What follows belongs to an exercise in optimizing a design on an open flow for small area and a short achievable clock period; a production flow would make more cautious choices. RTL that was checked went through simulation tests only; none was proved equivalent to the original.

==> v12: inputs <==
// gcd_top
module gcd_top
#(
    parameter DATA_WIDTH = 16,
    parameter PIPELINE_DEPTH = 31
)(
    input wire                          Clk,
    input wire                          Reset,
    input wire                          Start,
    input wire  signed [DATA_WIDTH-1:0] A,
    input wire  signed [DATA_WIDTH-1:0] B,
    output wire signed [DATA_WIDTH-1:0] Result,
    output wire                         Done
);
==> module gcd_input, before the edit <==
module gcd_input (
    input  wire        Clk,
    input  wire        Reset,
    input  wire        Start,
    input  wire [14:0] Ain,
    input  wire [14:0] Bin,
    output reg  [14:0] Xout,
    output reg  [14:0] Yout,
    output reg  [3:0]  Kout
);
wire [14:0] oi  = Ain | Bin;
wire        z8  = ~|oi[7:0];
wire        z4  = z8 ? ~|oi[11:8] : ~|oi[3:0];
wire [14:0] a8  = z8 ? {8'b0, Ain[14:8]} : Ain;
wire [14:0] b8  = z8 ? {8'b0, Bin[14:8]} : Bin;
reg  [14:0] a0, b0;
reg  [3:2]  k0;
reg         v0;
always @(posedge Clk or negedge Reset)
    if (!Reset)      v0 <= 1'b0;
    else if (Start)  v0 <= |oi;
always @(posedge Clk)
    if (Start) begin
        a0 <= z4 ? {4'b0, a8[14:4]} : a8;
        b0 <= z4 ? {4'b0, b8[14:4]} : b8;
        k0 <= {z8, z4};
    end
wire [14:0] o0  = a0 | b0;
wire        z2  = ~|o0[1:0];
wire        z1  = z2 ? ~o0[2] : ~o0[0];
wire [14:0] a2  = z2 ? {2'b0, a0[14:2]} : a0;
wire [14:0] b2  = z2 ? {2'b0, b0[14:2]} : b0;
wire [14:0] as  = z1 ? {1'b0, a2[14:1]} : a2;
wire [14:0] bs  = z1 ? {1'b0, b2[14:1]} : b2;
wire        aodd = as[0];
wire [14:0] ys  = aodd ? bs : as;
always @(posedge Clk or negedge Reset)
    if (!Reset) begin
        Xout[0] <= 1'b0;
        Yout[0] <= 1'b0;
    end else if (Start) begin
        Xout[0] <= v0;
        Yout[0] <= ys[0];
    end
always @(posedge Clk)
    if (Start) begin
        Xout[14:1] <= aodd ? as[14:1] : bs[14:1];
        Yout[14:1] <= ys[14:1];
        Kout       <= {k0, z2, z1};
    end
endmodule
==> module gcd_plc, before the edit <==
module gcd_plc #(
    parameter WYI = 14,
    parameter WYO = 14,
    parameter WXS = 15
)(
    input  wire           Clk,
    input  wire           Reset,
    input  wire           Start,
    input  wire [14:0]    Xin,
    input  wire [WYI-1:0] Yin,
    input  wire [3:0]     Kin,
    output reg  [14:0]    Xout,
    output reg  [WYO-1:0] Yout,
    output reg  [3:0]     Kout
);
localparam WP = WYI - 1;                  
localparam WQ = WXS - 1;                  
localparam W  = (WP > WQ) ? WP : WQ;
wire [W-1:0] p = Yin[WYI-1:1];
wire [W-1:0] q = Xin[WXS-1:1];
wire         yo = Yin[0];
wire [W-1:0] qm = q & {W{yo}};
wire [W-1:0] h = ~(p ^ qm);
wire [W-1:0] g = p & ~qm;
reg [W-1:0] gg, hh;
localparam DMAX = (W > 8) ? 8 : (W > 4) ? 4 : (W > 2) ? 2 : 1;
integer d, i;
always @* begin
    gg = g;
    hh = h;
    for (d = 1; d < W; d = d * 2) begin
        for (i = 2 * d - 1; i < W; i = i + 2 * d) begin
            gg[i] = gg[i] | (hh[i] & gg[i - d]);
            hh[i] = hh[i] & hh[i - d];
        end
    end
    for (d = DMAX / 2; d >= 1; d = d / 2)
        for (i = 3 * d - 1; i < W; i = i + 2 * d) begin
            gg[i] = gg[i] | (hh[i] & gg[i - d]);
            hh[i] = hh[i] & hh[i - d];
        end
end
wire [W:0]   c0 = {gg, 1'b0};             
wire [W:0]   c1 = {gg | hh, 1'b1};        
wire         ge = c1[W];                  
wire [W-1:0] yn = h ^ (ge ? c1[W-1:0] : ~c0[W-1:0]);
wire [14:0]  xs = Yin;
always @(posedge Clk or negedge Reset)
    if (!Reset) begin
        Xout[0] <= 1'b0;
        Yout[0] <= 1'b0;
    end else if (Start) begin
        Xout[0] <= Xin[0];
        Yout[0] <= yn[0];
    end
always @(posedge Clk)
    if (Start) begin
        Xout[14:1] <= ge ? Xin[14:1] : xs[14:1];
        Kout       <= Kin;
    end
generate
    if (WYO > 1) begin : yhi
        always @(posedge Clk)
            if (Start) Yout[WYO-1:1] <= yn[WYO-1:1];
    end
endgenerate
endmodule
==> module gcd_output, before the edit <==
module gcd_output (
    input  wire        Clk,
    input  wire        Reset,
    input  wire        Start,
    input  wire [14:0] Xin,
    input  wire [3:0]  Kin,
    output reg  [14:0] Pout,
    output reg         Done
);
reg  [14:0] r;
reg         v;
always @(posedge Clk or negedge Reset)
    if (!Reset)      v <= 1'b0;
    else if (Start)  v <= Xin[0];
always @(posedge Clk)
    if (Start)
        r <= Xin << Kin;
always @(posedge Clk or negedge Reset)
    if (!Reset) begin
        Pout <= 15'b0;
        Done <= 1'b0;
    end else if (Start && v) begin
        Pout <= r;
        Done <= 1'b1;
    end
endmodule
==> flow/config.mk <==
export PLATFORM = sky130hd
export DESIGN_NAME = gcd_top
export DESIGN_NICKNAME = gcd_top
export VERILOG_FILES = /design/flow/design.v
export SDC_FILE = /design/flow/constraint.sdc
export NUM_CORES = 4
export LEC_CHECK = 0
export ABC_AREA = 1
export CAP_MARGIN = 20
export CORE_MARGIN = 2
export CORE_UTILIZATION = 60
export CTS_CLUSTER_DIAMETER = 100
export CTS_CLUSTER_SIZE = 25
export PLACE_DENSITY = 0.7
export SETUP_SLACK_MARGIN = 1.8
export SLEW_MARGIN = 20
==> flow/constraint.sdc <==
create_clock -name core_clock -period 4.5 [get_ports {Clk}]
set_input_delay 0.9000 -clock core_clock [delete_from_list [all_inputs] [get_ports {Clk}]]
set_output_delay 0.9000 -clock core_clock [all_outputs]
set_load 0.01 [all_outputs]
run.sh (not shown) runs the stock make flow with config.mk's settings and CLKGATE_MAP_FILE= SYNTH_SCRIPT=/design/flow/synth_recipe.tcl, a recipe that flattens the netlist after the stock synthesis.
==> v24: changes against v12 <==
--- a/flow/design.v
+++ b/flow/design.v
@@ -8,45 +8,51 @@
     output reg  [14:0] Yout,
     output reg  [3:0]  Kout
 );
-wire [14:0] oi  = Ain | Bin;
-wire        z8  = ~|oi[7:0];
-wire        z4  = z8 ? ~|oi[11:8] : ~|oi[3:0];
-wire [14:0] a8  = z8 ? {8'b0, Ain[14:8]} : Ain;
-wire [14:0] b8  = z8 ? {8'b0, Bin[14:8]} : Bin;
 reg  [14:0] a0, b0;
-reg  [3:2]  k0;
 reg         v0;
+reg  [14:0] a1, b1;
+reg  [3:2]  k1;
+reg         v1;
 always @(posedge Clk or negedge Reset)
     if (!Reset)      v0 <= 1'b0;
-    else if (Start)  v0 <= |oi;
+    else if (Start)  v0 <= |(Ain | Bin);
 always @(posedge Clk)
     if (Start) begin
-        a0 <= z4 ? {4'b0, a8[14:4]} : a8;
-        b0 <= z4 ? {4'b0, b8[14:4]} : b8;
-        k0 <= {z8, z4};
+        a0 <= Ain;
+        b0 <= Bin;
     end
 wire [14:0] o0  = a0 | b0;
-wire        z2  = ~|o0[1:0];
-wire        z1  = z2 ? ~o0[2] : ~o0[0];
-wire [14:0] a2  = z2 ? {2'b0, a0[14:2]} : a0;
-wire [14:0] b2  = z2 ? {2'b0, b0[14:2]} : b0;
-wire [14:0] as  = z1 ? {1'b0, a2[14:1]} : a2;
-wire [14:0] bs  = z1 ? {1'b0, b2[14:1]} : b2;
-wire        aodd = as[0];
-wire [14:0] ys  = aodd ? bs : as;
+wire        z8  = ~|o0[7:0];
+wire [14:0] o0s = z8 ? {8'b0, o0[14:8]} : o0;
+wire        z4  = ~|o0s[3:0];
+wire [3:2]  k1n = {z8, z4};
+wire [14:0] a0s = (z8 ? {8'b0, a0[14:8]} : a0);
+wire [14:0] b0s = (z8 ? {8'b0, b0[14:8]} : b0);
 always @(posedge Clk or negedge Reset)
-    if (!Reset) begin
-        Xout[0] <= 1'b0;
-        Yout[0] <= 1'b0;
-    end else if (Start) begin
-        Xout[0] <= v0;
-        Yout[0] <= ys[0];
-    end
+    if (!Reset)      v1 <= 1'b0;
+    else if (Start)  v1 <= v0;
+always @(posedge Clk)
+    if (Start) begin
+        a1 <= z4 ? {4'b0, a0s[14:4]} : a0s;
+        b1 <= z4 ? {4'b0, b0s[14:4]} : b0s;
+        k1 <= k1n;
+    end
+wire [14:0] o1  = a1 | b1;
+wire        z2  = ~|o1[1:0];
+wire [14:0] a1s = z2 ? {2'b0, a1[14:2]} : a1;
+wire [14:0] b1s = z2 ? {2'b0, b1[14:2]} : b1;
+wire        z1  = ~(a1s[0] | b1s[0]);
+wire [14:0] a2  = z1 ? {1'b0, a1s[14:1]} : a1s;
+wire [14:0] b2  = z1 ? {1'b0, b1s[14:1]} : b1s;
+wire        aodd = a2[0];
+always @(posedge Clk or negedge Reset)
+    if (!Reset)      Xout[0] <= 1'b0;
+    else if (Start)  Xout[0] <= v1;
 always @(posedge Clk)
     if (Start) begin
-        Xout[14:1] <= aodd ? as[14:1] : bs[14:1];
-        Yout[14:1] <= ys[14:1];
-        Kout       <= {k0, z2, z1};
+        Xout[14:1] <= aodd ? a2[14:1] : b2[14:1];
+        Yout       <= aodd ? b2 : a2;
+        Kout       <= {k1, z2, z1};
     end
 endmodule
 module gcd_plc #(
@@ -69,52 +75,36 @@
 localparam W  = (WP > WQ) ? WP : WQ;
 wire [W-1:0] p = Yin[WYI-1:1];
 wire [W-1:0] q = Xin[WXS-1:1];
-wire         yo = Yin[0];
-wire [W-1:0] qm = q & {W{yo}};
-wire [W-1:0] h = ~(p ^ qm);
-wire [W-1:0] g = p & ~qm;
+wire [W-1:0] h = ~(p ^ q);
+wire [W-1:0] g = p & ~q;
 reg [W-1:0] gg, hh;
-localparam DMAX = (W > 8) ? 8 : (W > 4) ? 4 : (W > 2) ? 2 : 1;
-integer d, i;
+integer lv, i;
 always @* begin
     gg = g;
     hh = h;
-    for (d = 1; d < W; d = d * 2) begin
-        for (i = 2 * d - 1; i < W; i = i + 2 * d) begin
-            gg[i] = gg[i] | (hh[i] & gg[i - d]);
-            hh[i] = hh[i] & hh[i - d];
-        end
-    end
-    for (d = DMAX / 2; d >= 1; d = d / 2)
-        for (i = 3 * d - 1; i < W; i = i + 2 * d) begin
-            gg[i] = gg[i] | (hh[i] & gg[i - d]);
-            hh[i] = hh[i] & hh[i - d];
-        end
+    for (lv = 1; lv < W; lv = lv * 2)
+        for (i = 0; i < W; i = i + 1)
+            if ((i / lv) % 2 == 1) begin
+                gg[i] = gg[i] | (hh[i] & gg[(i / lv) * lv - 1]);
+                hh[i] = hh[i] & hh[(i / lv) * lv - 1];
+            end
 end
 wire [W:0]   c0 = {gg, 1'b0};             
 wire [W:0]   c1 = {gg | hh, 1'b1};        
 wire         ge = c1[W];                  
-wire [W-1:0] yn = h ^ (ge ? c1[W-1:0] : ~c0[W-1:0]);
-wire [14:0]  xs = Yin;
+wire [W-1:0] ad = h ^ (ge ? c1[W-1:0] : ~c0[W-1:0]);
+wire         yo = Yin[0];
+wire [W-1:0]  yn = yo ? ad : p;
+wire [14:0]   xs = Yin;
 always @(posedge Clk or negedge Reset)
-    if (!Reset) begin
-        Xout[0] <= 1'b0;
-        Yout[0] <= 1'b0;
-    end else if (Start) begin
-        Xout[0] <= Xin[0];
-        Yout[0] <= yn[0];
-    end
+    if (!Reset)      Xout[0] <= 1'b0;
+    else if (Start)  Xout[0] <= Xin[0];
 always @(posedge Clk)
     if (Start) begin
-        Xout[14:1] <= ge ? Xin[14:1] : xs[14:1];
+        Xout[14:1] <= (yo & ~ge) ? xs[14:1] : Xin[14:1];
+        Yout       <= yn[WYO-1:0];
         Kout       <= Kin;
     end
-generate
-    if (WYO > 1) begin : yhi
-        always @(posedge Clk)
-            if (Start) Yout[WYO-1:1] <= yn[WYO-1:1];
-    end
-endgenerate
 endmodule
 module gcd_plc_last (
     input  wire           Clk,
@@ -143,19 +133,12 @@
     output reg  [14:0] Pout,
     output reg         Done
 );
-reg  [14:0] r;
-reg         v;
-always @(posedge Clk or negedge Reset)
-    if (!Reset)      v <= 1'b0;
-    else if (Start)  v <= Xin[0];
-always @(posedge Clk)
-    if (Start)
-        r <= Xin << Kin;
+wire [14:0] r = Xin << Kin;
 always @(posedge Clk or negedge Reset)
     if (!Reset) begin
         Pout <= 15'b0;
         Done <= 1'b0;
-    end else if (Start && v) begin
+    end else if (Start && Xin[0]) begin
         Pout <= r;
         Done <= 1'b1;
     end
Settings changed: CTS_CLUSTER_DIAMETER 100 to unset, CTS_CLUSTER_SIZE 25 to unset, SETUP_SLACK_MARGIN 1.8 to 2.05.
==> comparison <==
Routed wire length: v12 is lower than v24 (19%).
In v12 the die area is lower than in v24, by 7.2%.
Against v12, the synthesized cell count of v24 is larger by 9.2%.
Of v24 and v12, v24 has the higher final cell count (gap about 11%, measured against v12).
In v24 the critical path depth is lower than in v12, by 1.
Of v12 and v24, v12 has the higher sequential share of layout area (gap 4.8 points).
Of v24 and v12, v24 has the higher first-iteration DRC count (gap 29%, measured against v12).
==> figures <==
| metric | v12 | v24 |
|---|---|---|
| Total non-filler cell area in the finished layout | 0.06056 sq mm | 0.06889 sq mm |
| CTS buffer count | 46 | 104 |
| Share of post-route cells with drive strength above 1 | 8.391% | 11.94% |
| Highest achievable clock rate | 375.3 MHz | 411.8 MHz |
| Non-clock buffer share | 3.070% | 3.327% |
| Resize count post-CTS | 57 | 82 |
| Row count | 111 | 115 |
| Routing usage on met2 | 38.49% | 43.29% |
| Result of the run | no timing/DRC/antenna violations | no timing/DRC/antenna violations |
| Register fraction of the total cell area | 46.53% | 41.72% |
| Complex-gate fraction of the synthesized area | 5.454% | 8.515% |
| R2r setup slk | 1.84 ns | 2.07 ns |
For v24, only the layout was checked, not whether the RTL still works.

[what the ideal ports hide]
The results above use ideal ports. As a check the final layouts listed here were re-extracted and re-timed, cells and wires unchanged.
Step 1 assumes that a clkbuf_16 drives the clock port and a buf_2 every other input.
Step 2 adds t to the input delays and takes it off the output delays; t is the mean of the earliest and latest rising clock arrival at the registers after step 1. Input paths then give back, and output paths get back, about the clock's delay inside the block.
Three values: ideal ports, drivers, drivers and shift; two values: the first two.
run	shift t [ns]	setup WS [ns]	hold slack, ns	worst setup path at the end	worst data-port slew with drivers (ns)
v12	0.712	1.835 / 1.835 / 1.338	0.320 / 0.275 / 0.415	input to register	0.05
v24	0.764	2.072 / 2.072 / 1.543	0.304 / 0.248 / 0.414	input to register	0.05
After both steps setup and hold are still met in every run listed. For v24, which loses most, drivers alone change the setup slack by 0.000 ns; drivers and shift together by -0.529 ns.
